From an optimization exercise on the open Yosys and OpenROAD flow, aimed at small area; shortcuts taken in it are not production practice. The RTL was checked by simulation tests, not by an equivalence proof against the original design. No activity file was given, so power comes from the tool's default toggle rates.

==> design/flow/design.v <==
module sync_fifo 
    #(
        parameter FIFO_WIDTH       = 10'd32,
        parameter FIFO_WIDTH_BIT   = 10'd5,
        parameter FIFO_DEPTH       = 10'd64,
        parameter FIFO_DEPTH_BIT   = 10'd6
    )
    (
        input                           clk,
        input                           rst,
        input                           w_en,
        input                           r_en,
        input [FIFO_WIDTH-1:0]          data_write,
        output                          flag_full,
        output                          flag_empty,
        output reg [FIFO_WIDTH-1:0]     data_read
    );
    reg [9:0]                   count;  
    reg [FIFO_DEPTH_BIT:0]      index;
    reg [FIFO_DEPTH_BIT-1:0]    write_addr;  
    reg [FIFO_DEPTH_BIT-1:0]    read_addr;  
    reg [FIFO_WIDTH-1:0]        memory [FIFO_DEPTH-1:0];  
    always @(posedge clk or posedge rst) begin  
        if (rst) begin
            write_addr <= 0;
            for(index=0; index<=FIFO_DEPTH-1; index=index+1'b1)
                memory[index] = 0;  
        end
        else if (w_en && (!flag_full)) begin
            memory[write_addr] <= data_write;
            write_addr         <= write_addr + 1'b1;
        end
        else ;
    end
    always @(posedge clk or posedge rst) begin  
        if (rst) begin
            read_addr  <= 0;
        end
        else if (r_en && (!flag_empty)) begin
            data_read  <= memory[read_addr];
            read_addr <= read_addr + 1'b1;
        end
        else ;
    end
    always @(posedge clk or posedge rst) begin 
        if(rst) 
            count <= 0;
        else if( (w_en && (!flag_full)) &&  !(r_en && (!flag_empty)) )
            count <= count + 1'b1;
        else if( (r_en && (!flag_empty)) &&  !(w_en && (!flag_full)) ) 
            count <= count - 1'b1;
        else
            count <= count;
    end
    assign flag_empty = (count==0);
    assign flag_full  = (count==(FIFO_DEPTH));
endmodule
==> design/flow/run.sh <==
#!/bin/bash
# synth_recipe.tcl (not shown) runs the flow's synth.tcl, then flattens the netlist and writes it again
# the make line also repeats each setting of config.mk as NAME=value (left out here)
make -C /OpenROAD-flow-scripts/flow DESIGN_CONFIG=/design/flow/config.mk WORK_HOME=/design/flow/orfs CLKGATE_MAP_FILE= SYNTH_SCRIPT=/design/flow/synth_recipe.tcl finish
==> design/flow/config.mk <==
export PLATFORM = sky130hd
export DESIGN_NAME = sync_fifo
export DESIGN_NICKNAME = sync_fifo
export VERILOG_FILES = /design/flow/design.v
export SDC_FILE = /design/flow/constraint.sdc
export NUM_CORES = 4
export LEC_CHECK = 0
export CAP_MARGIN = 20
export CORE_MARGIN = 2
export CORE_UTILIZATION = 40
export SLEW_MARGIN = 20
==> design/flow/constraint.sdc <==
create_clock -name core_clock -period 5.0 [get_ports {clk}]
set_input_delay 1.0000 -clock core_clock [delete_from_list [all_inputs] [get_ports {clk}]]
set_output_delay 1.0000 -clock core_clock [all_outputs]
set_load 0.01 [all_outputs]
==> results by group, run 1 <==
Timing
  – Final period util: 0.855
  – Final setup violating endpoints: 0
  – Fin. max-slew vios: 0
  – RSZ-0062 raised after global routing: false
  – Min Tclk post-route: 4.28 ns
  – Slew HR: 0.171
  – PnR worst setup slack: 0.724 ns
  – Sum Neg Setup Slack: 0 ns
  – Max Fclk: 234 MHz
  – Final Hold Fails: 0
  – Slew @ Worst Pin: 1.24 ns
  – Worst Skew: 0.0708 ns

Synth
  – Top-area cell type share of the netlist area: 0.560
  – Area contributors post-synth: dfrtp_1 56%, mux2_2 22%, a22oi_1 6.9%
  – Register bit total from synthesis: 2102
  – Synth area leader: dfrtp_1
  – FFs w/ async S/R, synth: 0.985
  – Post-synthesis cell type count: 80
  – Post-synth top flop: dfrtp_1
  – EDFF count, synth: 32
  – Synth cell count leaders: 2070 x dfrtp_1, 1809 x mux2_2, 848 x a22oi_1, 317 x clkbuf_1, 214 x nand2_1
  – Syn Std Cell Area: 92500 sq um
  – Mapped Cells: 6690
  – Count leader, synth: dfrtp_1
  – Post-synthesis sequential area ratio: 0.570
  – Warnings from Yosys: 2
  – Syn nets: 6744
  – Syn_area_per_cell: 13.8 sq um

Pwr
  – LEAKAGE: 49.8 nW
  – Peak supply drop: 0.419 mV
  – Power Total: 56.6 mW
  – PwrDens: 536 nW/um^2

Worst setup path
  – FF-to-FF path depth: 7
  – CP max FO: 26
  – Critical path class: reg2reg
  – CP Launch Type: flop
  – Reg2Reg Setup Slack: 0.72 ns
  – R2R Path Start: read_addr[5]
  – R2R Path End: data_read[30]
  – Setup crit end kind: flop
  – Arrival @ worst endpoint: 4.84 ns
  – CP Data Required Time: 5.57 ns

Global routing
  – Initial antenna violation count: 19
  – Gr usage total: 0.304
  – Global-route wire length before repair: 505 mm
  – Number of global-route vias before repair: 63300
  – Largest net degree at the start of global routing: 143
  – Grt total ovfl: 0

Floorplanning
  – Core Region: 230000 sq um
  – DIE AREA: 235000 sq um
  – Initial Utilization: 0.402
  – Rows: 176
  – DIE WIDTH: 485 microns
  – Die Span Y: 485 microns
  – Num ports: 70

Clock tree
  – Post-CTS Hold Buffers: 0
  – Setup bufs post-CTS: 0
  – CTS Root Cell: clkbuf_16
  – CTS H-tree lvls: 4
  – Longest Clk Path Bufs: 3
  – Clock transition at the registers of the reported paths: 0.06 ns
  – TritonCTS Buffers: 217
  – Post-cts gate resize count: 0
  – CTS tree: built
  – Worst skew pair latency: 0.90 ns
  – CTS sink cnt: 2102

Finish
  – Reg area: 52800 sq um
  – Final net count: 6708
  – Layout cells sized above 1: 0.419
  – Filler Cells Inserted: 20300
  – Multi-input logic area: 37300 sq um
  – P&R area growth vs syn: 14.0%

Route
  – Per-cell routed wire length: 36.9 microns
  – Initial drt markers: 7755
  – Via density: 6.46
  – First drt pass iteration count: 6
  – DR vias: 63800
  – Drt total wl: 364 mm
  – Routed Antenna Nets: 0
  – Remaining DRCs: 0

Placement
  – Final estimated routing congestion in global placement: 0.875
  – Dpl ws: 0.623 ns
  – Port bufs: 69
  – Post-DP HPWL: 214 mm

Job
  – Max Cap Violations: 0

Worst hold path
  – Source of the worst hold timing path: memory[57][14]
  – Hold Path Class: reg2reg
  – Worst Hold Path EP: memory[57][14]
  – Hold depth: 1

Outcome
  – Status: no timing/DRC/antenna violations
-- final cells by class --
cell class	instances	area share
diodes	5	0.000119
clock buffers	331	0.0616
clock inverters	76	0.00817
inverters	15	0.000569
multi-input cells	3908	0.353
flip-flops and latches	2102	0.500
well taps	3026	0.0359
repair buffers	410	0.0402
-- flip-flops by register name (all words and copies together), names as in the netlist --
signal      count
count          10
write_addr      6
read_addr       6
data_read      32
memory       2048
-- kinds of logic after synthesis --
group | count (synthesis) | synth area share
buf+inv | 680 | 0.0369
compound gates | 1067 | 0.0879
mux | 2068 | 0.259
simple gates | 737 | 0.0411
fa+ha+maj | 18 | 0.00252
xor+xnor | 18 | 0.00170
flops | 2102 | 0.570
-- metrics by stage --
stage	cells	util	instance area [sq um]	hold WS, ns
floorplan	6690	-	92500	0.457
global placement	9451	0.425	97800	0.467
global route	9868	0.459	105000	0.498
detailed placement	9461	0.426	98000	0.476
CTS	9868	0.458	105000	0.490
finish	9873	0.459	105000	0.488
-- routing by layer --
metal	global-route usage	vias up	wire, microns
met5	0	-	146
met1	0.411	34300	146000
met3	0.0760	1034	36600
met2	0.456	3613	160000
met4	0.152	18	21400
li1	-	24800	-
-- critical path, stage by stage (launching register included) --
cell	delay, ns
dfrtp_1	0.96
nand3b_1	0.68
nor2_4	0.95
buf_4	0.53
a22oi_1	0.20
nand3_1	0.13
nor4_1	0.06
a41oi_1	0.45
-- worst max path at each step --
stage / slack, ns / end / from / cells past startpoint
after floorplan: -24.74 / count[0] / rst / 1
after global placement: 0.51 / count[8] / r_en / 13
after detailed placement: 0.62 / count[8] / r_en / 13
after CTS: 0.90 / data_read[16] / read_addr[3] / 8
after global routing: 0.80 / data_read[30] / read_addr[5] / 7
final: 0.72 / data_read[30] / read_addr[5] / 7
-- power breakdown --
part           switching, mW  internal, mW  leakage, nW
clock                   7.17          9.62         3.62
sequential              2.97          22.8         28.1
combinational           7.43          6.56         18.1
total                   17.6          39.0         49.8
-- layout by cell type, fill, tap and decap left out, types with 9 or more instances in the layout --
| cell | Yosys | routed |
|---|---|---|
| clkbuf_1 | 317 | 55 |
| clkinv_2 | 0 | 40 |
| a32oi_1 | 9 | 9 |
| nand4_1 | 122 | 122 |
| a222oi_1 | 19 | 19 |
| clkbuf_16 | 0 | 221 |
| nand3b_1 | 10 | 10 |
| clkdlybuf4s50_1 | 0 | 37 |
| buf_2 | 209 | 14 |
| buf_4 | 37 | 275 |
| mux2_4 | 190 | 190 |
| a21oi_1 | 12 | 12 |
| nand2_1 | 214 | 198 |
| and3_4 | 6 | 9 |
| nor2b_1 | 32 | 30 |
| nor3_1 | 55 | 55 |
| edfxtp_1 | 32 | 32 |
| bufinv_16 | 0 | 13 |
| o21ai_0 | 23 | 23 |
| inv_1 | 13 | 12 |
| xnor2_1 | 13 | 13 |
| clkbuf_8 | 0 | 55 |
| a22oi_1 | 848 | 848 |
| nand3_1 | 119 | 86 |
| mux2_1 | 65 | 65 |
| a31oi_1 | 12 | 12 |
| buf_12 | 15 | 77 |
| nor4_1 | 42 | 41 |
| clkinvlp_4 | 0 | 9 |
| nor2_4 | 0 | 61 |
| a22o_1 | 54 | 54 |
| dfrtp_1 | 2070 | 2070 |
| a221oi_1 | 53 | 53 |
| ha_1 | 17 | 17 |
| mux2_2 | 1809 | 1809 |
| nor2_1 | 84 | 24 |
| nand2_2 | 1 | 15 |
| a41oi_1 | 9 | 9 |
| nand3_4 | 1 | 31 |
==> run 2, diff against run 1 <==
==> design/flow/design.v (replaced) <==
module sync_fifo
    #(
        parameter FIFO_WIDTH       = 10'd32,
        parameter FIFO_WIDTH_BIT   = 10'd5,
        parameter FIFO_DEPTH       = 10'd64,
        parameter FIFO_DEPTH_BIT   = 10'd6
    )
    (
        input                           clk,
        input                           rst,
        input                           w_en,
        input                           r_en,
        input [FIFO_WIDTH-1:0]          data_write,
        output                          flag_full,
        output                          flag_empty,
        output     [FIFO_WIDTH-1:0]     data_read
    );
    reg [FIFO_DEPTH_BIT:0]      count;   
    reg                         phase;   
    reg [FIFO_WIDTH-1:0]        memory [FIFO_DEPTH:0];
    assign flag_empty = (count == 0);
    assign flag_full  = count[FIFO_DEPTH_BIT];
    wire push = w_en & ~flag_full;
    wire pop  = r_en & ~flag_empty;
    wire [FIFO_DEPTH+1:1] valid;
    genvar g, b;
    generate
        for (g = 1; g <= FIFO_DEPTH + 1; g = g + 1) begin : g_valid
            assign valid[g] = (count >= g);
        end
    endgenerate
    wire [FIFO_WIDTH-1:0] data_in = data_write ^ {FIFO_WIDTH{phase}};
    generate
        for (g = 1; g < FIFO_DEPTH; g = g + 1) begin : g_mem
            wire sel_shift = pop & valid[g+1];
            wire sel_hold  = ~pop & valid[g];
            wire sel_in    = ~(sel_shift | sel_hold);
            wire [FIFO_WIDTH-1:0] next;
            for (b = 0; b < FIFO_WIDTH; b = b + 1) begin : g_bit
                sync_fifo_aoi222 u_sel (
                    .a1(sel_in),    .a2(data_in[b]),
                    .b1(sel_shift), .b2(memory[g+1][b]),
                    .c1(sel_hold),  .c2(memory[g][b]),
                    .y(next[b])
                );
            end
            always @(posedge clk)
                memory[g] <= next;
        end
    endgenerate
    wire top_hold = ~pop & valid[FIFO_DEPTH];
    wire [FIFO_WIDTH-1:0] top_next;
    wire [FIFO_WIDTH-1:0] out_next;
    generate
        for (b = 0; b < FIFO_WIDTH; b = b + 1) begin : g_edge
            sync_fifo_oai22 u_top (
                .a1(memory[FIFO_DEPTH][b]), .a2(~top_hold),
                .b1(data_in[b]),            .b2(top_hold),
                .y(top_next[b])
            );
            sync_fifo_oai22 u_out (
                .a1(memory[1][b]), .a2(~pop),
                .b1(memory[0][b]), .b2(pop),
                .y(out_next[b])
            );
        end
    endgenerate
    always @(posedge clk) begin
        memory[FIFO_DEPTH] <= top_next;
        memory[0]          <= out_next;
    end
    assign data_read = memory[0] ^ {FIFO_WIDTH{phase}};
    always @(posedge clk or posedge rst) begin
        if (rst) begin
            count <= 0;
            phase <= 1'b0;
        end else begin
            phase <= ~phase;
            if (push && !pop)
                count <= count + 1'b1;
            else if (pop && !push)
                count <= count - 1'b1;
        end
    end
endmodule
module sync_fifo_aoi222 (
    input  a1, a2, b1, b2, c1, c2,
    output y
);
    assign y = ~((a1 & a2) | (b1 & b2) | (c1 & c2));
endmodule
module sync_fifo_oai22 (
    input  a1, a2, b1, b2,
    output y
);
    assign y = ~((a1 | a2) & (b1 | b2));
endmodule
--- a/design/flow/config.mk
+++ b/design/flow/config.mk
@@ -8,4 +8,9 @@
 export CAP_MARGIN = 20
 export CORE_MARGIN = 2
 export CORE_UTILIZATION = 40
+export CTS_CLUSTER_DIAMETER = 60
+export CTS_CLUSTER_SIZE = 30
+export PLACE_DENSITY = 0.55
 export SLEW_MARGIN = 20
+export SYNTH_HIERARCHICAL = 1
+export SYNTH_MINIMUM_KEEP_SIZE = 0
==> run 2 against run 1 <==
- sequential share of layout area increased by 5.0 points
- die area fell by 29%
- first-iteration DRC count grew 70%
- area after synthesis is 30% lower
- clock power decreased by 29%
- largest cell class unchanged
- highest routed layer unchanged
==> results by group, run 2 <==
Route
  – Initial drt markers: 13200
  – First drt pass iteration count: 14
  – Remaining DRCs: 0
  – Drt total wl: 218 mm
  – Routed Antenna Nets: 0
  – Via density: 7.42
  – Per-cell routed wire length: 29.9 microns
  – DR vias: 54200

Global routing
  – Global-route wire length before repair: 329 mm
  – Grt total ovfl: 0
  – Gr usage total: 0.248
  – Initial antenna violation count: 4
  – Largest net degree at the start of global routing: 74
  – Number of global-route vias before repair: 51500

Worst setup path
  – Setup crit end kind: output port
  – Arrival @ worst endpoint: 3.26 ns
  – FF-to-FF path depth: 8
  – CP Launch Type: flop
  – Crit path cell chain: nor3_2 > buf_4 > and3_1 > clkdlybuf4s50_1
  – Critical path class: reg2out
  – CP max FO: 15
  – Reg2Reg Setup Slack: 1.45 ns
  – CP Data Required Time: 4.00 ns
  – Beginning of the critical path: count[3]
  – Slowest CP cell: clkdlybuf4s50_1
  – R2R Path Start: count[1]
  – R2R Path End: memory[43][12]
  – Max incr delay on CP: 0.67 ns
  – Critical Path Sink: flag_empty

Placement
  – Final estimated routing congestion in global placement: 0.859
  – Placed Cells incl. Taps: 7060
  – Post-DP HPWL: 127 mm
  – Port bufs: 69
  – Placed cell area: 71400 sq um

Clock tree
  – Post-cts gate resize count: 0
  – Longest Clk Path Bufs: 3
  – CTS Root Cell: clkbuf_16
  – CTS tree: built
  – Setup bufs post-CTS: 0
  – Clock transition at the registers of the reported paths: 0.09 ns
  – CTS H-tree lvls: 4
  – TritonCTS Buffers: 131
  – Worst skew pair latency: 0.80 ns
  – Post-CTS Hold Buffers: 0
  – CTS sink cnt: 2088

Synth
  – Syn Std Cell Area: 65200 sq um
  – Post-synthesis cell type count: 49
  – Top-area cell type share of the netlist area: 0.639
  – Count leader, synth: dfxtp_1
  – Register bit total from synthesis: 2088
  – Area contributors post-synth: dfxtp_1 64%, a222oi_1 31%, xor2_1 0.94%
  – Post-synth top flop: dfxtp_1
  – Syn_area_per_cell: 14.0 sq um
  – EDFF count, synth: 0
  – FFs w/ async S/R, synth: 0.00383
  – Warnings from Yosys: 9
  – Post-synthesis sequential area ratio: 0.642
  – Syn nets: 4708
  – Synth area leader: dfxtp_1
  – Synth cell count leaders: 2080 x dfxtp_1, 2016 x a222oi_1, 123 x nor2_1, 86 x a21oi_1, 70 x xor2_1
  – Mapped Cells: 4666

Timing
  – Slew HR: 0.198
  – Final setup violating endpoints: 0
  – Min Tclk post-route: 4.26 ns
  – Max Fclk: 234 MHz
  – Final Hold Fails: 0
  – Slew @ Worst Pin: 1.20 ns
  – Fin. max-slew vios: 0
  – Worst Skew: 0.0392 ns
  – Sum Neg Setup Slack: 0 ns
  – RSZ-0062 raised after global routing: false
  – Final period util: 0.853

Floorplanning
  – Num ports: 70
  – Rows: 148
  – DIE WIDTH: 408 microns
  – Die Span Y: 408 microns
  – Core Region: 162000 sq um
  – Initial Utilization: 0.401
  – DIE AREA: 166000 sq um

Finish
  – Final net count: 5064
  – Final Cell Area: 76100 sq um
  – Filler Cells Inserted: 14700
  – Commonest cells after routing, fill and taps aside: 2080 x dfxtp_1, 2016 x a222oi_1, 208 x buf_4
  – Biggest regs: memory x2080, count x7, phase x1
  – Biggest register: memory
  – Final cell count without fillers: 7298
  – Layout cells sized above 1: 0.131
  – Commonest non-fill, non-tap cell in the layout: dfxtp_1
  – Max reg flops: 2080
  – P&R area growth vs syn: 16.7%

Pwr
  – Peak supply drop: 0.512 mV
  – PwrDens: 852 nW/um^2
  – LEAKAGE: 27.0 nW

Worst hold path
  – Hold Path Class: reg2reg

Outcome
  – Status: no timing/DRC/antenna violations

Job
  – Max Cap Violations: 0
run 2: cells by family (layout without fill, tap and decap cells):
| family | Yosys count | after routing | synth area share |
|---|---|---|---|
| AOI/OAI and AO/OA | 2223 | 2223 | 0.328 |
| xor gates and xnor gates | 71 | 71 | 0.00954 |
| adders and majority gates | 6 | 6 | 0.00115 |
| buffers and inverters | 70 | 526 | 0.00439 |
| DFF | 2088 | 2088 | 0.642 |
| muxes | 10 | 10 | 0.00167 |
| other | 0 | 1 | 0 |
| and+or+nand+nor | 198 | 198 | 0.0133 |
run 2: worst min-delay path by stage:
| stage | startpoint | endpoint | slack [ns] | cells after the start |
|---|---|---|---|---|
| finish | memory[30][17] | memory[29][17] | 0.42 | 1 |
| global route | memory[53][31] | memory[52][31] | 0.43 | 1 |
| CTS | memory[64][2] | memory[63][2] | 0.41 | 1 |
| detailed placement | memory[45][31] | memory[44][31] | 0.43 | 1 |
| global placement | memory[64][14] | memory[63][14] | 0.42 | 1 |
| floorplan | memory[11][0] | memory[10][0] | 0.42 | 1 |
run 2: final cells by class:
cell class / instances / area [sq um] / share of cell area
antenna: 1 / 2.50 / 0.0000329
clock buffer: 152 / 3540 / 0.0466
clock inverter: 81 / 1020 / 0.0134
inverter: 9 / 35.0 / 0.000460
multi-input combinational: 2508 / 24500 / 0.322
sequential: 2088 / 41800 / 0.550
tap: 2175 / 2720 / 0.0358
timing repair buffer: 284 / 2420 / 0.0318
run 2: modules after synthesis (local to each module, per instance):
module            copies in the design  flops+latches  area, sq um  cells
sync_fifo                            1           2088        44600   2586
sync_fifo_aoi222                  2016              0         10.0      1
sync_fifo_oai22                     64              0         6.26      1
run 2: critical path: cells and delay by family (launching register included):
kind,cells,cell delay [ns]
DFF,1,0.58
buffers and inverters,2,0.92
and+or+nand+nor,2,0.98
run 2: metal layers:
layer  part of all wire  track usage  vias up
met5           0.000069            0        -
met1               0.40        0.319    28000
met2               0.49        0.418     2353
li1                   -            -    23400
met3              0.082       0.0406      353
met4              0.031       0.0897        2
run 2: power by group:
part	switching, mW	total (mW)	internal [mW]
sequential	5.75	31.7	26.0
clock	6.24	11.9	5.66
combinational	12.2	21.2	8.94
run 2: per-stage QoR:
| step | utilization | total power [mW] | setup WS (ns) | hold WS (ns) |
|---|---|---|---|---|
| after global placement | 0.439 | 52.2 | 1.38 | 0.422 |
| after global routing | 0.469 | 68.3 | 0.700 | 0.431 |
| after CTS | 0.468 | 64.7 | 0.744 | 0.411 |
| final | 0.469 | 64.8 | 0.735 | 0.420 |
| after detailed placement | 0.440 | 52.8 | 1.31 | 0.425 |
| after floorplan | - | 44.0 | 0.487 | 0.416 |
==> run 3, diff against run 2 <==
==> design/flow/flow/run.sh (new file) <==
#!/bin/bash
# The standard layout (standard.sh, which runs the standard synthesis and
# ORFS to finish), with two changes passed to ORFS through its own variables:
#  - port buffers are sky130_fd_sc_hd__buf_1 instead of ORFS's default pick;
#  - clock tree synthesis inserts no dummy loads.
# The full make output goes to flow.log in this folder.
set -euo pipefail
export BUFFER_PORTS_ARGS="-buffer_cell sky130_fd_sc_hd__buf_1"
export CTS_ARGS="-sink_clustering_enable -repair_clock_nets -sink_clustering_size 24 -sink_clustering_max_diameter 60 -dont_use_dummy_load"
bash standard.sh > flow.log 2>&1
==> design/flow/standard.sh (new file) <==
#!/bin/bash
# synth_recipe.tcl (not shown) runs the flow's synth.tcl, then flattens the netlist and writes it again
# the make line also repeats each setting of config.mk as NAME=value (left out here)
make -C /OpenROAD-flow-scripts/flow DESIGN_CONFIG=/design/flow/config.mk WORK_HOME=/design/flow/orfs CLKGATE_MAP_FILE= SYNTH_SCRIPT=/design/flow/synth_recipe.tcl "${@:-finish}"
==> design/flow/config.mk (replaced) <==
export PLATFORM = sky130hd
export DESIGN_NAME = sync_fifo
export DESIGN_NICKNAME = sync_fifo
export VERILOG_FILES = /design/flow/design.v
export SDC_FILE = /design/flow/constraint.sdc
export NUM_CORES = 4
export LEC_CHECK = 0
export CAP_MARGIN = 0
export CELL_PAD_IN_SITES_DETAIL_PLACEMENT = 1
export CELL_PAD_IN_SITES_GLOBAL_PLACEMENT = 1
export CORE_MARGIN = 2
export CORE_UTILIZATION = 40
export CTS_CLUSTER_DIAMETER = 60
export CTS_CLUSTER_SIZE = 24
export PLACE_DENSITY = 0.55
export SLEW_MARGIN = 0
export SYNTH_HIERARCHICAL = 1
export SYNTH_MINIMUM_KEEP_SIZE = 0
removed: design/flow/run.sh
==> run 3 against run 2 <==
- largest cell class unchanged
- via count increased by 0.61%
- sequential power about the same
- still clean
- total power decreased by 1.0%
- area after synthesis unchanged
- clock-buffer cell count decreased by 5
- flip-flop and latch count unchanged
- sequential share of layout area increased by 0.95 points
==> results by group, run 3 <==
Finish
  – P&R area growth vs syn: 14.7%
  – Commonest non-fill, non-tap cell in the layout: dfxtp_1
  – Layout cells sized above 1: 0.119
  – Antenna diodes: 0
  – Biggest register: memory
  – Final Cell Area: 74800 sq um
  – Filler Cells Inserted: 16300
  – Commonest cells after routing, fill and taps aside: 2080 x dfxtp_1, 2016 x a222oi_1, 216 x buf_4
  – Post-layout util: 0.461
  – Biggest regs: memory x2080, count x7, phase x1
  – Max reg flops: 2080
  – Final net count: 5092

Placement
  – Post-DP HPWL: 142 mm
  – Final estimated routing congestion in global placement: 0.829
  – Dpl ws: 1.34 ns
  – Port bufs: 69
  – Placed cell area: 71100 sq um

Synth
  – Mapped Cells: 4666
  – Synth area leader: dfxtp_1
  – Area contributors post-synth: dfxtp_1 64%, a222oi_1 31%, xor2_1 0.94%
  – FFs w/ async S/R, synth: 0.00383
  – Syn_area_per_cell: 14.0 sq um
  – Count leader, synth: dfxtp_1
  – Warnings from Yosys: 9
  – Post-synthesis sequential area ratio: 0.642
  – Syn Std Cell Area: 65200 sq um
  – Register bit total from synthesis: 2088
  – Syn nets: 4708
  – Synth cell count leaders: 2080 x dfxtp_1, 2016 x a222oi_1, 123 x nor2_1, 86 x a21oi_1, 70 x xor2_1
  – Post-synth top flop: dfxtp_1
  – Top-area cell type share of the netlist area: 0.639
  – Post-synthesis cell type count: 49
  – EDFF count, synth: 0

Floorplanning
  – DIE WIDTH: 408 microns
  – Initial Utilization: 0.401
  – DIE AREA: 166000 sq um
  – Die Span Y: 408 microns
  – Rows: 148
  – Num ports: 70
  – Core Region: 162000 sq um

Route
  – DR vias: 54500
  – First drt pass iteration count: 11
  – Drt total wl: 239 mm
  – Remaining DRCs: 0
  – Initial drt markers: 11600
  – Routed Antenna Nets: 0
  – Via density: 7.54
  – Per-cell routed wire length: 33.1 microns

Timing
  – Sum Neg Setup Slack: 0 ns
  – Max Fclk: 254 MHz
  – Fin. max-slew vios: 0
  – Worst Skew: 0.0997 ns
  – Final setup violating endpoints: 0
  – Final period util: 0.788
  – RSZ-0062 raised after global routing: false
  – Min Tclk post-route: 3.94 ns
  – Slew @ Worst Pin: 1.38 ns
  – Slew HR: 0.0789
  – Final Hold Fails: 0
  – PnR worst setup slack: 1.06 ns

Worst setup path
  – FF-to-FF path depth: 7
  – Crit path cell chain: nor3_2 > and3_1 > buf_1
  – Slowest CP cell: nor3_2
  – Buf/Inv on CP: 1
  – Critical Path Sink: flag_empty
  – Reg2Reg Setup Slack: 1.49 ns
  – Max incr delay on CP: 0.65 ns
  – CP max FO: 16
  – WP depth: 3
  – R2R Path Start: count[1]
  – Arrival @ worst endpoint: 2.94 ns
  – Setup crit end kind: output port
  – R2R Path End: memory[21][0]
  – CP Launch Type: flop
  – Critical path class: reg2out
  – CP Data Required Time: 4.00 ns
  – Critical path's top delay family: simple AND/OR/NAND/NOR gates
  – Beginning of the critical path: count[3]

Clock tree
  – TritonCTS Buffers: 147
  – Worst skew pair latency: 0.81 ns
  – Post-cts gate resize count: 0
  – Clock transition at the registers of the reported paths: 0.06 ns
  – CTS tree: built
  – Longest Clk Path Bufs: 3
  – CTS Root Cell: clkbuf_16
  – CTS H-tree lvls: 4
  – CTS sink cnt: 2088
  – Post-CTS Hold Buffers: 0
  – Setup bufs post-CTS: 0

Global routing
  – Number of global-route vias before repair: 53800
  – Global-route wire length before repair: 355 mm
  – Initial antenna violation count: 3
  – Gr usage total: 0.272
  – Largest net degree at the start of global routing: 74
  – Grt total ovfl: 0

Pwr
  – Peak supply drop: 0.410 mV
  – PwrDens: 858 nW/um^2
  – Power Total: 64.2 mW
  – LEAKAGE: 26.5 nW

Worst hold path
  – Hold Path Class: in2async

Job
  – Max Cap Violations: 0

Outcome
  – Status: no timing/DRC/antenna violations
-- run 3: cell counts after synthesis --
No cell type changed its count.
-- run 3: cells by family (layout without fill, tap and decap cells) --
group                      after synthesis  in the layout  share of synthesized area
adders and majority gates                6              6                    0.00115
AOI/OAI and AO/OA                     2223           2223                      0.328
buffers and inverters                   70            452                    0.00439
muxes                                   10             10                    0.00167
xor gates and xnor gates                71             71                    0.00954
and+or+nand+nor                        198            198                     0.0133
DFF                                   2088           2088                      0.642
-- run 3: area by class of cell --
type                    count  area, sq um  share of cell area
repair buffers            296         2090              0.0280
well taps                2175         2720              0.0364
flip-flops and latches   2088        41800               0.559
clock buffers             147         3680              0.0492
inverters                   9         35.0            0.000468
multi-input cells        2508        24400               0.327
-- run 3: worst min-delay path by stage --
| stage | from | cells after the start | to |
|---|---|---|---|
| floorplan | memory[11][0] | 1 | memory[10][0] |
| global placement | memory[3][21] | 1 | memory[2][21] |
| detailed placement | memory[45][11] | 1 | memory[44][11] |
| CTS | rst | 2 | phase |
| global route | rst | 2 | phase |
| finish | rst | 2 | phase |
-- run 3: power by group --
part / total [mW] / internal, mW / switching, mW
Sequential: 32.0 / 26.0 / 6.04
Combinational: 21.4 / 8.77 / 12.6
Clock: 10.7 / 5.19 / 5.55
Total: 64.2 / 40.0 / 24.2
-- run 3: per-module statistics from Yosys, one instance, submodules excluded --
| module | flip-flops and latches | cell area [sq um] |
|---|---|---|
| sync_fifo_oai22 | 0 | 6.26 |
| sync_fifo_aoi222 | 0 | 10.0 |
| sync_fifo | 2088 | 44600 |
-- run 3: layer usage --
layer	track usage	part of all wire	vias up	wire length, microns
li1	-	-	23300	-
met1	0.346	0.41	28900	97500
met2	0.475	0.50	1879	120000
met3	0.0329	0.059	389	14000
met4	0.0949	0.032	2	7640
met5	0	0.000071	-	17
-- run 3: metrics by stage --
stage | hold WS (ns) | instances
2_1_floorplan | 0.416 | 4666
3_3_place_gp | 0.420 | 7074
3_5_place_dp | 0.426 | 7074
4_1_cts | 0.223 | 7221
5_1_grt | 0.235 | 7223
6_report | 0.235 | 7223
==> run 4, diff against run 3 <==
--- a/design/flow/flow/run.sh
+++ b/design/flow/flow/run.sh
@@ -6,5 +6,5 @@
 # The full make output goes to flow.log in this folder.
 set -euo pipefail
 export BUFFER_PORTS_ARGS="-buffer_cell sky130_fd_sc_hd__buf_1"
-export CTS_ARGS="-sink_clustering_enable -repair_clock_nets -sink_clustering_size 24 -sink_clustering_max_diameter 60 -dont_use_dummy_load"
+export CTS_ARGS="-sink_clustering_enable -repair_clock_nets -sink_clustering_size 25 -sink_clustering_max_diameter 120 -dont_use_dummy_load"
 bash standard.sh > flow.log 2>&1
--- a/design/flow/config.mk
+++ b/design/flow/config.mk
@@ -10,8 +10,8 @@
 export CELL_PAD_IN_SITES_GLOBAL_PLACEMENT = 1
 export CORE_MARGIN = 2
 export CORE_UTILIZATION = 40
-export CTS_CLUSTER_DIAMETER = 60
-export CTS_CLUSTER_SIZE = 24
+export CTS_CLUSTER_DIAMETER = 120
+export CTS_CLUSTER_SIZE = 25
 export PLACE_DENSITY = 0.55
 export SLEW_MARGIN = 0
 export SYNTH_HIERARCHICAL = 1
==> run 4 against run 3 <==
- still clean on timing, DRC and antenna
- sequential share of layout area increased by 1.0 points
- critical path depth unchanged
- clock skew decreased by 0.0098 ns
- sequential power about the same
==> results by group, run 4 <==
Finish
  – Commonest cells after routing, fill and taps aside: 2080 x dfxtp_1, 2016 x a222oi_1, 216 x buf_4
  – Final net count: 5037
  – P&R area growth vs syn: 12.6%
  – Final cell count without fillers: 7168
  – Biggest register: memory
  – Biggest regs: memory x2080, count x7, phase x1
  – Multi-input logic area: 24400 sq um
  – Reg area: 41800 sq um
  – Max reg flops: 2080
  – Filler Cells Inserted: 16300
  – Layout cells sized above 1: 0.110
  – Commonest non-fill, non-tap cell in the layout: dfxtp_1
  – Antenna diodes: 0
  – Final Cell Area: 73400 sq um

Clock tree
  – CTS sink cnt: 2088
  – Post-CTS Hold Buffers: 0
  – Clock transition at the registers of the reported paths: 0.10 ns
  – Setup bufs post-CTS: 0
  – CTS tree: built
  – Longest Clk Path Bufs: 3
  – TritonCTS Buffers: 93
  – Worst skew pair latency: 0.77 ns
  – Post-cts gate resize count: 0
  – CTS H-tree lvls: 3
  – CTS Root Cell: clkbuf_16

Route
  – DR vias: 54100
  – Routed Antenna Nets: 0
  – Remaining DRCs: 0
  – Per-cell routed wire length: 33.1 microns
  – Initial drt markers: 11500
  – Drt total wl: 238 mm
  – Via density: 7.54
  – First drt pass iteration count: 14

Synth
  – Synth area leader: dfxtp_1
  – Mapped Cells: 4666
  – Register bit total from synthesis: 2088
  – Warnings from Yosys: 9
  – Post-synth top flop: dfxtp_1
  – FFs w/ async S/R, synth: 0.00383
  – Syn_area_per_cell: 14.0 sq um
  – Synth cell count leaders: 2080 x dfxtp_1, 2016 x a222oi_1, 123 x nor2_1, 86 x a21oi_1, 70 x xor2_1
  – Syn nets: 4708
  – Area contributors post-synth: dfxtp_1 64%, a222oi_1 31%, xor2_1 0.94%
  – EDFF count, synth: 0
  – Count leader, synth: dfxtp_1
  – Post-synthesis sequential area ratio: 0.642
  – Top-area cell type share of the netlist area: 0.639
  – Post-synthesis cell type count: 49
  – Syn Std Cell Area: 65200 sq um

Global routing
  – Initial antenna violation count: 3
  – GRT met2 Usage: 0.474
  – Grt total ovfl: 0
  – Number of global-route vias before repair: 53200
  – Global-route wire length before repair: 353 mm
  – M1 GR Usage: 0.346
  – Gr usage total: 0.270
  – Met3 usage: 0.0284
  – Largest net degree at the start of global routing: 74
  – Most used routing layer in global routing: met2

Worst hold path
  – Hold Path Class: in2async

Floorplanning
  – DIE WIDTH: 408 microns
  – Die Span Y: 408 microns
  – Core Region: 162000 sq um
  – DIE AREA: 166000 sq um
  – Num ports: 70
  – Rows: 148
  – Initial Utilization: 0.401

Pwr
  – Switching power: 23.8 mW
  – LEAKAGE: 25.8 nW
  – Peak supply drop: 0.410 mV
  – Power Total: 61.9 mW
  – Part of the power in registers: 0.518
  – Logic pwr share: 0.345
  – Power share of the clock group: 0.138
  – PwrDens: 842 nW/um^2
  – Cell-internal power: 38.1 mW
  – Switching share of power: 0.385

Worst setup path
  – FF-to-FF path depth: 7
  – Arrival @ worst endpoint: 2.97 ns
  – Beginning of the critical path: count[3]
  – Setup crit end kind: output port
  – Critical Path Sink: flag_empty
  – CP Launch Type: flop
  – CP Data Required Time: 4.00 ns
  – CP max FO: 16
  – R2R Path Start: count[1]
  – Reg2Reg Setup Slack: 1.47 ns
  – Critical path class: reg2out
  – R2R Path End: memory[21][18]

Timing
  – Max Fclk: 252 MHz
  – Final period util: 0.794
  – Min Tclk post-route: 3.97 ns
  – Slew HR: 0.0771
  – Worst Skew: 0.0900 ns
  – Slew @ Worst Pin: 1.38 ns
  – Fin. max-slew vios: 0
  – RSZ-0062 raised after global routing: false
  – Final Hold Fails: 0
  – Final setup violating endpoints: 0
  – Sum Neg Setup Slack: 0 ns
  – PnR worst setup slack: 1.03 ns

Placement
  – Placed Cells incl. Taps: 7074
  – Port bufs: 69
  – Dpl ws: 1.34 ns
  – Final estimated routing congestion in global placement: 0.829
  – Placed cell area: 71100 sq um
  – Post-DP HPWL: 142 mm

Outcome
  – Status: no timing/DRC/antenna violations

Job
  – Max Cap Violations: 0
-- run 4: cell families after synthesis --
group	share of synthesized area
AOI/OAI and AO/OA	0.328
DFF	0.642
and+or+nand+nor	0.0133
xor gates and xnor gates	0.00954
buffers and inverters	0.00439
muxes	0.00167
adders and majority gates	0.00115
-- run 4: area by class of cell --
class | instances | area share
sequential | 2088 | 0.570
timing repair buffer | 295 | 0.0283
tap | 2175 | 0.0371
inverter | 9 | 0.000477
clock buffer | 93 | 0.0317
multi-input combinational | 2508 | 0.333
-- run 4: how the worst min path moves through the flow --
| stage | startpoint | end | depth (start not counted) |
|---|---|---|---|
| 6_report | rst | count[4] | 2 |
| 5_1_grt | rst | count[4] | 2 |
| 4_1_cts | rst | count[1] | 2 |
| 3_5_place_dp | memory[45][11] | memory[44][11] | 1 |
| 3_3_place_gp | memory[3][21] | memory[2][21] | 1 |
| 2_1_floorplan | memory[11][0] | memory[10][0] | 1 |
-- run 4: Yosys stat by module (local to each module, per instance) --
module / copies in the design / area, sq um / cells
sync_fifo: 1 / 44600 / 2586
sync_fifo_aoi222: 2016 / 10.0 / 1
sync_fifo_oai22: 64 / 6.26 / 1
-- run 4: power by group through the flow --
| stage | Sequential [mW] | Combinational, mW | Clock [mW] |
|---|---|---|---|
| 2_1_floorplan | 29.5 | 14.4 | 0 |
| 3_5_place_dp | 32.2 | 21.3 | 0 |
| 6_report | 32.0 | 21.3 | 8.51 |
| 5_1_grt | 32.8 | 23.2 | 9.35 |
| 4_1_cts | 31.9 | 21.3 | 8.80 |
| 3_3_place_gp | 32.2 | 20.7 | 0 |
-- run 4: stage by stage --
| stage | hold WS (ns) | utilization |
|---|---|---|
| floorplan | 0.416 | - |
| detailed placement | 0.426 | 0.438 |
| global route | 0.268 | 0.452 |
| finish | 0.292 | 0.452 |
| global placement | 0.420 | 0.438 |
| CTS | 0.267 | 0.452 |
-- run 4: worst max-delay path, cell delays in order (launching register included) --
cell and delay, ns:
dfrtp_1 0.60, nor3_2 0.64, and3_1 0.57, buf_1 0.45
-- run 4: per-layer routing --
metal,vias to the layer above,wire length (microns)
li1,23200,-
met1,28600,97000
met2,1917,119000
met3,343,13800
met4,2,7580
met5,-,17
==> run 5, diff against run 4 <==
--- a/design/flow/config.mk
+++ b/design/flow/config.mk
@@ -12,7 +12,7 @@
 export CORE_UTILIZATION = 40
 export CTS_CLUSTER_DIAMETER = 120
 export CTS_CLUSTER_SIZE = 25
-export PLACE_DENSITY = 0.55
+export PLACE_DENSITY = 0.62
 export SLEW_MARGIN = 0
 export SYNTH_HIERARCHICAL = 1
 export SYNTH_MINIMUM_KEEP_SIZE = 0
==> run 5 against run 4 <==
- global-route usage is 1.4 points lower
- clock power is 0.7% lower
- combinational power hardly changed
- synthesized cell count stayed put
- maximum frequency is 4.7% higher
- clock skew is 0.030 ns lower
- critical path type unchanged
- largest power group unchanged
- highest routed layer unchanged
==> results by group, run 5 <==
Synth
  – EDFF count, synth: 0
  – Mapped Cells: 4666
  – Syn nets: 4708
  – Area contributors post-synth: dfxtp_1 64%, a222oi_1 31%, xor2_1 0.94%
  – Mux contribution to synthesized area: 0.00167
  – Syn_area_per_cell: 14.0 sq um
  – Post-Synth Simple-Gate Area: 0.0133
  – FFs w/ async S/R, synth: 0.00383
  – Synth cell count leaders: 2080 x dfxtp_1, 2016 x a222oi_1, 123 x nor2_1, 86 x a21oi_1, 70 x xor2_1
  – Syn Std Cell Area: 65200 sq um
  – Count leader, synth: dfxtp_1
  – Adder-cell share of the synthesized area: 0.00115
  – Register bit total from synthesis: 2088
  – Compound-Gate Fraction of Synth Area: 0.328
  – Post-synthesis xor/xnor area fraction: 0.00954
  – Largest family of logic cells by synthesized area: compound AO/OA/AOI/OAI gates
  – Post-synth top flop: dfxtp_1
  – Warnings from Yosys: 9
  – Post-synthesis cell type count: 49
  – Post-synthesis sequential area ratio: 0.642
  – Synth area leader: dfxtp_1
  – Top-area cell type share of the netlist area: 0.639

Global routing
  – Largest net degree at the start of global routing: 65
  – Grt total ovfl: 0
  – Gr usage total: 0.256
  – Number of global-route vias before repair: 52600
  – Initial antenna violation count: 1
  – Global-route wire length before repair: 340 mm

Worst hold path
  – Hold Path Class: in2async

Floorplanning
  – Die Span Y: 408 microns
  – Core Region: 162000 sq um
  – DIE AREA: 166000 sq um
  – DIE WIDTH: 408 microns
  – Initial Utilization: 0.401
  – Num ports: 70
  – Rows: 148

Finish
  – Commonest cells after routing, fill and taps aside: 2080 x dfxtp_1, 2016 x a222oi_1, 216 x buf_4
  – P&R area growth vs syn: 12.5%
  – Biggest regs: memory x2080, count x7, phase x1
  – Antenna diodes: 0
  – Max reg flops: 2080
  – Final Cell Area: 73400 sq um
  – Biggest register: memory
  – Layout cells sized above 1: 0.109
  – Commonest non-fill, non-tap cell in the layout: dfxtp_1
  – Final net count: 5036

Timing
  – Slew @ Worst Pin: 1.37 ns
  – Worst Skew: 0.0602 ns
  – Sum Neg Setup Slack: 0 ns
  – Slew HR: 0.0740
  – Final setup violating endpoints: 0
  – Min Tclk post-route: 3.79 ns
  – PnR worst setup slack: 1.21 ns
  – RSZ-0062 raised after global routing: false
  – Max Fclk: 264 MHz
  – Fin. max-slew vios: 0
  – Final Hold Fails: 0
  – Hold_ws: 0.260 ns
  – Final period util: 0.758

Clock tree
  – Setup bufs post-CTS: 0
  – Longest Clk Path Bufs: 3
  – Clock transition at the registers of the reported paths: 0.10 ns
  – CTS sink cnt: 2088
  – CTS Root Cell: clkbuf_16
  – Worst skew pair latency: 0.75 ns
  – CTS tree: built
  – Post-CTS Hold Buffers: 0
  – CTS H-tree lvls: 3
  – Post-cts gate resize count: 0
  – TritonCTS Buffers: 93

Worst setup path
  – CP Launch Type: flop
  – Critical path's top delay family: simple AND/OR/NAND/NOR gates
  – Critical path class: reg2out
  – R2R Path End: memory[36][23]
  – Critical Path Sink: flag_empty
  – WP depth: 3
  – CP max FO: 15
  – Crit path cell chain: nor3_2 > and3_1 > buf_1
  – Slowest CP cell: nor3_2
  – Max incr delay on CP: 0.60 ns
  – Buf/Inv on CP: 1
  – Beginning of the critical path: count[3]
  – R2R Path Start: count[3]
  – Arrival @ worst endpoint: 2.79 ns
  – Setup crit end kind: output port
  – CP Data Required Time: 4.00 ns
  – FF-to-FF path depth: 6
  – Reg2Reg Setup Slack: 1.28 ns

Placement
  – Port bufs: 69
  – Dpl ws: 1.19 ns
  – Placed cell area: 71000 sq um
  – Post-DP HPWL: 137 mm
  – Final estimated routing congestion in global placement: 0.858

Route
  – Via density: 7.54
  – Routed Antenna Nets: 0
  – Per-cell routed wire length: 31.5 microns
  – Initial drt markers: 12500
  – Met3 wire len: 14.1 mm
  – DR vias: 54000
  – Routed met2 length: 112 mm
  – First drt pass iteration count: 14
  – Routed met1 length: 92.1 mm
  – Drt total wl: 226 mm
  – Max Used Layer: met5
  – Remaining DRCs: 0

Pwr
  – PwrDens: 837 nW/um^2
  – Peak supply drop: 0.464 mV
  – LEAKAGE: 25.8 nW
  – Power Total: 61.4 mW

Job
  – Max Cap Violations: 0

Outcome
  – Status: no timing/DRC/antenna violations
run 5: cell counts after synthesis:
No cell type changed its count.
run 5: layout make-up:
type | count | area, sq um
fill | 16400 | 89000
clock buffer | 93 | 2330
inverter | 9 | 35.0
timing repair buffer | 294 | 2050
tap | 2175 | 2720
sequential | 2088 | 41800
multi-input combinational | 2508 | 24400
run 5: layer usage:
| metal | vias to the layer above | GRT usage |
|---|---|---|
| met4 | 2 | 0.0895 |
| li1 | 23200 | - |
| met2 | 2075 | 0.441 |
| met1 | 28400 | 0.332 |
| met3 | 355 | 0.0292 |
| met5 | - | 0 |
run 5: Yosys stat by module (local to each module, per instance):
module	cell area, sq um	times used	cells inside
sync_fifo	44600	1	2586
sync_fifo_aoi222	10.0	2016	1
sync_fifo_oai22	6.26	64	1
run 5: cells by family (layout without fill, tap and decap cells):
family	Yosys count	after routing
DFF	2088	2088
muxes	10	10
xor gates and xnor gates	71	71
adders and majority gates	6	6
and+or+nand+nor	198	198
buffers and inverters	70	396
AOI/OAI and AO/OA	2223	2223
run 5: power by group:
group          internal, mW  switching, mW  leakage, nW
Clock                  3.34           5.12         1.15
Sequential             26.0           5.96         17.6
Combinational          8.74           12.2         7.01
Total                  38.1           23.3         25.8
run 5: per-stage QoR:
stage,std cells,utilization
6_report,7167,0.452
5_1_grt,7167,0.452
3_5_place_dp,7070,0.437
2_1_floorplan,4666,-
3_3_place_gp,7068,0.437
4_1_cts,7163,0.451
run 5: how the worst min path moves through the flow:
stage / from / end / slack (ns) / cells after the start
2_1_floorplan: memory[11][0] / memory[10][0] / 0.42 / 1
3_3_place_gp: memory[63][21] / memory[62][21] / 0.42 / 1
3_5_place_dp: memory[32][25] / memory[31][25] / 0.43 / 1
4_1_cts: rst / count[4] / 0.22 / 2
5_1_grt: rst / count[4] / 0.25 / 2
6_report: rst / count[4] / 0.26 / 2
==> run 6, diff against run 5 <==
--- a/design/flow/flow/run.sh
+++ b/design/flow/flow/run.sh
@@ -6,5 +6,5 @@
 # The full make output goes to flow.log in this folder.
 set -euo pipefail
 export BUFFER_PORTS_ARGS="-buffer_cell sky130_fd_sc_hd__buf_1"
-export CTS_ARGS="-sink_clustering_enable -repair_clock_nets -sink_clustering_size 25 -sink_clustering_max_diameter 120 -dont_use_dummy_load"
+export CTS_ARGS="-sink_clustering_enable -repair_clock_nets -sink_clustering_size 28 -sink_clustering_max_diameter 150 -dont_use_dummy_load"
 bash standard.sh > flow.log 2>&1
--- a/design/flow/config.mk
+++ b/design/flow/config.mk
@@ -10,9 +10,9 @@
 export CELL_PAD_IN_SITES_GLOBAL_PLACEMENT = 1
 export CORE_MARGIN = 2
 export CORE_UTILIZATION = 40
-export CTS_CLUSTER_DIAMETER = 120
-export CTS_CLUSTER_SIZE = 25
-export PLACE_DENSITY = 0.62
+export CTS_CLUSTER_DIAMETER = 150
+export CTS_CLUSTER_SIZE = 28
+export PLACE_DENSITY = 0.55
 export SLEW_MARGIN = 0
 export SYNTH_HIERARCHICAL = 1
 export SYNTH_MINIMUM_KEEP_SIZE = 0
==> run 6 against run 5 <==
- synthesized cell count unchanged
- non-clock buffer count is 1 higher
- area after synthesis unchanged
- sequential power about the same
- critical path depth unchanged
- largest cell class unchanged
==> results by group, run 6 <==
Timing
  – Final period util: 0.794
  – Final Hold Fails: 0
  – Slew @ Worst Pin: 1.36 ns
  – Slew HR: 0.0909
  – RSZ-0062 raised after global routing: false
  – Final setup violating endpoints: 0
  – Sum Neg Setup Slack: 0 ns
  – Max Fclk: 252 MHz
  – Fin. max-slew vios: 0
  – Hold_ws: 0.255 ns
  – Worst Skew: 0.0604 ns
  – Min Tclk post-route: 3.97 ns

Synth
  – Warnings from Yosys: 9
  – Register bit total from synthesis: 2088
  – Mapped Cells: 4666
  – Top-area cell type share of the netlist area: 0.639
  – Post-synth top flop: dfxtp_1
  – Syn nets: 4708
  – Synth cell count leaders: 2080 x dfxtp_1, 2016 x a222oi_1, 123 x nor2_1, 86 x a21oi_1, 70 x xor2_1
  – Area contributors post-synth: dfxtp_1 64%, a222oi_1 31%, xor2_1 0.94%
  – Post-synthesis cell type count: 49
  – Syn Std Cell Area: 65200 sq um
  – Count leader, synth: dfxtp_1
  – EDFF count, synth: 0
  – Synth area leader: dfxtp_1
  – Post-synthesis sequential area ratio: 0.642
  – FFs w/ async S/R, synth: 0.00383
  – Syn_area_per_cell: 14.0 sq um

Outcome
  – Status: no timing/DRC/antenna violations

Finish
  – Final net count: 5028
  – Biggest register: memory
  – Max reg flops: 2080
  – Biggest regs: memory x2080, count x7, phase x1
  – Filler Cells Inserted: 16400
  – Commonest non-fill, non-tap cell in the layout: dfxtp_1
  – Reg area: 41800 sq um
  – Commonest cells after routing, fill and taps aside: 2080 x dfxtp_1, 2016 x a222oi_1, 216 x buf_4
  – Layout cells sized above 1: 0.108
  – P&R area growth vs syn: 12.3%
  – Antenna diodes: 0
  – Multi-input logic area: 24400 sq um

Route
  – Via density: 7.56
  – Initial drt markers: 11600
  – Remaining DRCs: 0
  – Per-cell routed wire length: 33.2 microns
  – DR vias: 54100
  – Drt total wl: 238 mm
  – First drt pass iteration count: 15
  – Routed Antenna Nets: 0

Global routing
  – Number of global-route vias before repair: 53100
  – Initial antenna violation count: 3
  – Largest net degree at the start of global routing: 74
  – Grt total ovfl: 0
  – Global-route wire length before repair: 353 mm
  – Most used routing layer in global routing: met2
  – GRT met2 Usage: 0.475
  – M1 GR Usage: 0.348
  – Met3 usage: 0.0262
  – Gr usage total: 0.270

Worst hold path
  – Hold Path Class: in2async

Clock tree
  – CTS sink cnt: 2088
  – Longest Clk Path Bufs: 3
  – Post-CTS Hold Buffers: 0
  – CTS tree: built
  – CTS H-tree lvls: 3
  – Clock transition at the registers of the reported paths: 0.12 ns
  – Worst skew pair latency: 0.75 ns
  – Post-cts gate resize count: 0
  – Setup bufs post-CTS: 0
  – TritonCTS Buffers: 84
  – CTS Root Cell: clkbuf_16

Pwr
  – PwrDens: 841 nW/um^2
  – Peak supply drop: 0.411 mV
  – LEAKAGE: 25.7 nW

Placement
  – Post-DP HPWL: 142 mm
  – Port bufs: 69
  – Final estimated routing congestion in global placement: 0.829

Floorplanning
  – Initial Utilization: 0.401
  – DIE WIDTH: 408 microns
  – Core Region: 162000 sq um
  – Num ports: 70
  – Rows: 148
  – DIE AREA: 166000 sq um
  – Die Span Y: 408 microns

Job
  – Max Cap Violations: 0

Worst setup path
  – Reg2Reg Setup Slack: 1.45 ns
  – Arrival @ worst endpoint: 2.97 ns
  – Setup crit end kind: output port
  – CP Launch Type: flop
  – CP max FO: 16
  – CP Data Required Time: 4.00 ns
  – Critical path class: reg2out
-- run 6: metrics by stage --
| stage | instance area (sq um) | setup slack [ns] | util | total power [mW] | std cells |
|---|---|---|---|---|---|
| after floorplan | 65200 | 0.487 | - | 44.0 | 4666 |
| after global placement | 71100 | 1.39 | 0.438 | 52.9 | 7074 |
| after detailed placement | 71100 | 1.34 | 0.438 | 53.5 | 7074 |
| after CTS | 73200 | 1.06 | 0.451 | 61.6 | 7158 |
| after global routing | 73200 | 0.928 | 0.451 | 65.0 | 7159 |
| final | 73200 | 1.03 | 0.451 | 61.5 | 7159 |
-- run 6: area by class of cell --
cell class | instances | area share
flip-flops and latches | 2088 | 0.572
multi-input cells | 2508 | 0.334
well taps | 2175 | 0.0372
clock buffers | 84 | 0.0287
repair buffers | 295 | 0.0284
inverters | 9 | 0.000479
-- run 6: modules after synthesis (local to each module, per instance) --
module	area [sq um]	flops+latches
sync_fifo_oai22	6.26	0
sync_fifo	44600	2088
sync_fifo_aoi222	10.0	0
-- run 6: final timing paths --
kind | to | cells after the start | start
worst min register to register | memory[53][17] | 1 | memory[54][17]
worst max-delay path | flag_empty | 3 | count[3]
min in group core_clock | memory[53][17] | 1 | memory[54][17]
worst max register to register | memory[21][28] | 7 | count[1]
max in group asynchronous | phase | 2 | rst
worst min-delay path | count[1] | 2 | rst
-- run 6: kinds of logic (layout without fill, tap and decap cells) --
logic type | count (synthesis) | count (layout) | share of synthesized area
simple gates | 198 | 198 | 0.0133
flops | 2088 | 2088 | 0.642
fa+ha+maj | 6 | 6 | 0.00115
xor+xnor | 71 | 71 | 0.00954
buf+inv | 70 | 388 | 0.00439
mux | 10 | 10 | 0.00167
compound gates | 2223 | 2223 | 0.328
-- run 6: per-layer routing --
layer  up-vias  share of wire  routed length, microns
met3       323          0.054                   12800
li1      23100              -                       -
met4         2          0.031                    7340
met5         -       0.000072                      17
met1     28800           0.41                   98600
met2      1897           0.50                  119000
-- run 6: power breakdown --
group / internal (mW) / switching (mW)
sequential: 26.0 / 6.06
clock: 3.04 / 5.12
combinational: 8.76 / 12.6
-- run 6: worst max-delay path: stages (launching register included) --
cell,delay (ns)
dfrtp_1,0.60
nor3_2,0.65
and3_1,0.55
buf_1,0.46

-- static timing again, ports no longer ideal --
Ports are ideal in the flow. The routed layouts listed here were re-timed in OpenROAD. Step 1: set_driving_cell puts a clkbuf_16 on clk and a buf_2 on each other input, an assumption about the parent block. Step 2, shift: input delay + t, output delay - t, t = (earliest + latest rising clock arrival at the registers) / 2. This alone moves slack from input paths to output paths. a / b / c = ideal ports / drivers / drivers and shift; a / b = the first two.
run	t (ns)	setup slack, ns	slew at the worst register clock pin (ns)
run 1	0.957	0.724 / 0.724 / 0.575	0.07 / 0.07
run 2	0.861	0.735 / 0.655 / 1.160	0.10 / 0.10
run 3	0.853	1.058 / 0.968 / 1.184	0.09 / 0.09
run 4	0.809	1.030 / 0.950 / 1.190	0.11 / 0.11
run 5	0.810	1.209 / 1.125 / 0.996	0.11 / 0.11
run 6	0.805	1.028 / 0.938 / 1.190	0.12 / 0.12
After both steps setup and hold are still met in every run listed. For run 5, which loses most, drivers alone change the setup slack by -0.084 ns; drivers and shift together by -0.213 ns.
